This design comes from an exercise in tuning for small area, a short achievable clock period and few clock cycles per item on the open sky130 flow, not from production work.
Only simulation tests tie the RTL to the original design; equivalence was not proved.

Design CPU, start of the top module:
module CPU(
				clk,
			  rst_n,
		   IO_stall,
         awid_m_inf,
       awaddr_m_inf,
       awsize_m_inf,
      awburst_m_inf,
        awlen_m_inf,
      awvalid_m_inf,
      awready_m_inf,
        wdata_m_inf,
        wlast_m_inf,
       wvalid_m_inf,
       wready_m_inf,
          bid_m_inf,
        bresp_m_inf,
       bvalid_m_inf,
       bready_m_inf,
         arid_m_inf,
       araddr_m_inf,
        arlen_m_inf,
       arsize_m_inf,
      arburst_m_inf,
      arvalid_m_inf,
      arready_m_inf, 
          rid_m_inf,
        rdata_m_inf,
        rresp_m_inf,
        rlast_m_inf,
       rvalid_m_inf,
       rready_m_inf 
);
input  wire clk, rst_n;
output reg  IO_stall;
parameter ID_WIDTH = 4, ADDR_WIDTH = 32, DATA_WIDTH = 16, DRAM_NUMBER = 2, WRIT_NUMBER = 1;
output wire [WRIT_NUMBER * ID_WIDTH-1:0]      awid_m_inf;
output wire [WRIT_NUMBER * ADDR_WIDTH-1:0]  awaddr_m_inf;
output wire [WRIT_NUMBER * 3 -1:0]          awsize_m_inf;
output wire [WRIT_NUMBER * 2 -1:0]         awburst_m_inf;
output wire [WRIT_NUMBER * 7 -1:0]           awlen_m_inf;
output wire [WRIT_NUMBER-1:0]              awvalid_m_inf;
  ...
Size: about 5900 cells after synthesis, about 1000 flip-flops, roughly 230 I/O pins, about 61000 um2 of cells after synthesis.
Settings: LEC_CHECK=0, CAP_MARGIN=20, CORE_MARGIN=2, CORE_UTILIZATION=66.0, CTS_CLUSTER_DIAMETER=120, CTS_CLUSTER_SIZE=24, PLACE_DENSITY=0.78, SETUP_SLACK_MARGIN=5, SLEW_MARGIN=20; clock period 10.0 ns.
standard.sh (not shown) runs the stock make flow with config.mk's settings and CLKGATE_MAP_FILE= SYNTH_SCRIPT=/design/flow/synth_recipe.tcl, a recipe that flattens the netlist after the stock synthesis.
==> flow/flow/run.sh <==
#!/bin/bash
# Standard layout, with timing repair aiming for a larger setup margin.
set -euo pipefail
bash standard.sh SETUP_SLACK_MARGIN=6 finish > standard_flow.log 2>&1
Testbench counts at the start, summed over its fixed seeds: cycles 38,604, instructions 12,000.
==> next run, changes <==
- CORE_UTILIZATION: 66.0 -> 62.0
- PLACE_DENSITY: 0.78 -> 0.75
Setup slack is better by 44 ps.
First-iteration DRC count drops by 3.5%.
Wire length rises by 0.59%.
Die area grows by 6.4%.
Utilization came out lower by 4.3 points.
Clock-buffer cell count increases by 1.
Synthesized area is unchanged.
Final cell count grows by 1.1%.
Via count drops by 0.93%.
Register-to-register slack is better by 40 ps.
==> next run, changes <==
==> flow/flow/run.sh (replaced) <==
#!/bin/bash
# Standard layout, with timing repair aiming for a larger setup margin.
set -euo pipefail
bash standard.sh SETUP_SLACK_MARGIN=5.75 finish > standard_flow.log 2>&1
- CORE_UTILIZATION: 62.0 -> 55.0
- CTS_CLUSTER_DIAMETER: 120 -> not set
- CTS_CLUSTER_SIZE: 24 -> not set
- PLACE_DENSITY: 0.75 -> not set
=> The changed run produced a clean layout; maximum frequency decreases by 5.3%; design area increases by about 1.7%; core utilization decreases by 6.7 points; clock-buffer cell count increases by 62; via count decreases by 1.8%; final cell count increases by 3.3%.
==> next run, changes <==
==> flow/flow/run.sh (replaced) <==
#!/bin/bash
# Standard layout, with timing repair aiming for a larger setup margin.
set -euo pipefail
bash standard.sh SETUP_SLACK_MARGIN=6 finish > standard_flow.log 2>&1
- TNS_END_PERCENT: not set -> 10
Outcome: Via count hardly moves; final cell count is unchanged; global-route usage came out lower by 0.18 points; area after synthesis does not change; wire length drops by 0.31%; register-to-register slack degrades by 80 ps; setup slack loses 48 ps; worst hold slack barely changes; clock-buffer cell count drops by 4.

---

Starting RTL as in the previous note.
==> flow/config.mk <==
export PLATFORM = sky130hd
export DESIGN_NAME = CPU
export DESIGN_NICKNAME = CPU
export VERILOG_FILES = /design/flow/design.v
export SDC_FILE = /design/flow/constraint.sdc
export NUM_CORES = 8
export LEC_CHECK = 0
export CAP_MARGIN = 20
export CORE_MARGIN = 2
export CORE_UTILIZATION = 55.0
export CTS_CLUSTER_DIAMETER = 120
export CTS_CLUSTER_SIZE = 30
export PLACE_DENSITY = 0.7
export SETUP_SLACK_MARGIN = 5
export SLEW_MARGIN = 20
==> flow/constraint.sdc <==
create_clock -name core_clock -period 10.0 [get_ports {clk}]
set_input_delay 2.0000 -clock core_clock [delete_from_list [all_inputs] [get_ports {clk}]]
set_output_delay 2.0000 -clock core_clock [all_outputs]
set_load 0.01 [all_outputs]
==> flow/flow/run.sh <==
#!/bin/bash
# Standard layout, with timing repair aiming for a larger setup margin.
set -euo pipefail
bash standard.sh SETUP_SLACK_MARGIN=6 finish > standard_flow.log 2>&1
The starting point completed with no timing, DRC or antenna violations.
Testbench counts at the start, summed over its fixed seeds: cycles 38,604, instructions 12,000.
Then changed:
CTS_CLUSTER_DIAMETER = default   (was 120)
CTS_CLUSTER_SIZE = default   (was 30)
PLACE_DENSITY = 0.8   (was 0.7)
Outcome:
- critical path depth decreases by 3
- clock skew increases by 22 ps
- worst setup slack got worse by 320 ps
- global-route usage increases by 0.34 points
- count of clock-buffer cells in the layout increases by 79
- synthesized cell count is unchanged

---

== birch ==
CPU again, from the RTL that the note above started with.
// CPU
module CPU(
				clk,
			  rst_n,
		   IO_stall,
         awid_m_inf,
       awaddr_m_inf,
       awsize_m_inf,
      awburst_m_inf,
        awlen_m_inf,
      awvalid_m_inf,
      awready_m_inf,
        wdata_m_inf,
        wlast_m_inf,
       wvalid_m_inf,
       wready_m_inf,
          bid_m_inf,
        bresp_m_inf,
       bvalid_m_inf,
       bready_m_inf,
         arid_m_inf,
       araddr_m_inf,
        arlen_m_inf,
       arsize_m_inf,
      arburst_m_inf,
      arvalid_m_inf,
      arready_m_inf, 
          rid_m_inf,
        rdata_m_inf,
        rresp_m_inf,
        rlast_m_inf,
       rvalid_m_inf,
       rready_m_inf 
);
export LEC_CHECK = 0
export CAP_MARGIN = 20
export CORE_MARGIN = 2
export CORE_UTILIZATION = 55.0
export CTS_CLUSTER_DIAMETER = 120
export CTS_CLUSTER_SIZE = 20
export PLACE_DENSITY = 0.7
export SETUP_SLACK_MARGIN = 5
export SLEW_MARGIN = 20
create_clock -name core_clock -period 10.0 [get_ports {clk}]
Scripts as last shown in full above: flow/flow/run.sh
birch went all the way through synthesis, placement and routing and the layout is clean on timing, DRC and antenna.
Testbench counts of birch, summed over its fixed seeds: cycles 38,604, instructions 12,000.
## Diff of input files: cedar against birch
Settings: PLACE_DENSITY: 0.7 -> 0.75; CORE_UTILIZATION: 55.0 -> 62.0; CTS_CLUSTER_SIZE: 20 -> 24.
==> flow/flow/run.sh <==
#!/bin/bash
# Standard layout, with timing repair aiming for a larger setup margin.
set -euo pipefail
bash standard.sh SETUP_SLACK_MARGIN=6.2 finish > standard_flow.log 2>&1
--- outcome ---
- As far as number of buffers and inverters on the critical path goes, cedar and birch are indistinguishable; the numbers are identical.
- There was hardly any difference in number of multi-input combinational cells in the layout between cedar and birch.
- Reported for cedar and birch, post-synthesis average cell area turned out identical to the last digit.
- Higher final design instance area without fill among cedar and birch: cedar
- Sequential share of layout area: cedar lower than birch
- In the reports for cedar and birch, the smaller worst max-slew margin expressed relative to the limit belongs to birch.

---

CPU again, from the RTL that the note above started with.
export LEC_CHECK = 0
export CAP_MARGIN = 20
export CORE_MARGIN = 2
export CORE_UTILIZATION = 55.0
export SETUP_SLACK_MARGIN = 5
export SLEW_MARGIN = 20
create_clock -name core_clock -period 10.0 [get_ports {clk}]
==> flow/flow/run.sh <==
#!/bin/bash
# Standard layout, with timing repair aiming for a larger setup margin.
set -euo pipefail
bash standard.sh SETUP_SLACK_MARGIN=6 finish > standard_flow.log 2>&1
The starting point went through all stages and came out clean.
Testbench counts at the start, summed over its fixed seeds: cycles 38,604, instructions 12,000.
==> next run, changes <==
- PLACE_DENSITY: default -> 0.7
What happened: The changed run ran to the end with no violations; final area goes down by 1.0%; routed wire length went down by about 3%; fmax decreases by 0.42%; final cell count stays flat; via count rises by 1.0%.
==> next run, changes <==
- PLACE_DENSITY: 0.7 -> 0.75
Result: Flip-flop and latch count does not change; worst hold slack got worse by 18 ps; setup slack got worse by 9.0 ps; clock-buffer cell count shrinks by 6.

==> separate check: timing with driven ports <==
Ports are ideal in the flow. The routed layouts listed here were re-timed in OpenROAD.
Step 1: set_driving_cell puts a clkbuf_16 on clk and a buf_2 on each other input, an assumption about the parent block.
Step 2 times the ports against the registers' clock, not the clock port: input delays grow and output delays shrink by t, the midpoint of the rising clock arrivals with the driver on.
Three values: no drivers, after step 1, after step 2; two values: the first two.
run | t (ns) | setup WS [ns] | worst data-port slew with drivers (ns)
the first run of note 1 | 0.736 | 5.977 / 5.984 / 5.288 | 0.05
the second run of note 1 | 0.753 | 6.020 / 6.020 / 5.414 | 0.04
the third run of note 1 | 0.786 | 5.798 / 5.826 / 5.057 | 0.11
the fourth run of note 1 | 0.800 | 5.749 / 5.749 / 5.332 | 0.10
the first run of note 2 | 0.756 | 5.944 / 5.944 / 5.376 | 0.06
the second run of note 2 | 0.794 | 5.624 / 5.624 / 5.238 | 0.18
birch | 0.780 | 5.946 / 5.946 / 5.347 | 0.06
cedar | 0.788 | 5.955 / 5.955 / 5.483 | 0.04
the first run of note 4 | 0.786 | 5.984 / 5.984 / 5.303 | 0.10
the second run of note 4 | 0.787 | 5.967 / 5.967 / 5.350 | 0.06
the third run of note 4 | 0.791 | 5.958 / 5.958 / 5.371 | 0.08
After both steps setup and hold are still met in every run listed. The setup slack of the third run of note 1, which loses most, moves by +0.028 ns with the drivers and by -0.741 ns with both steps.
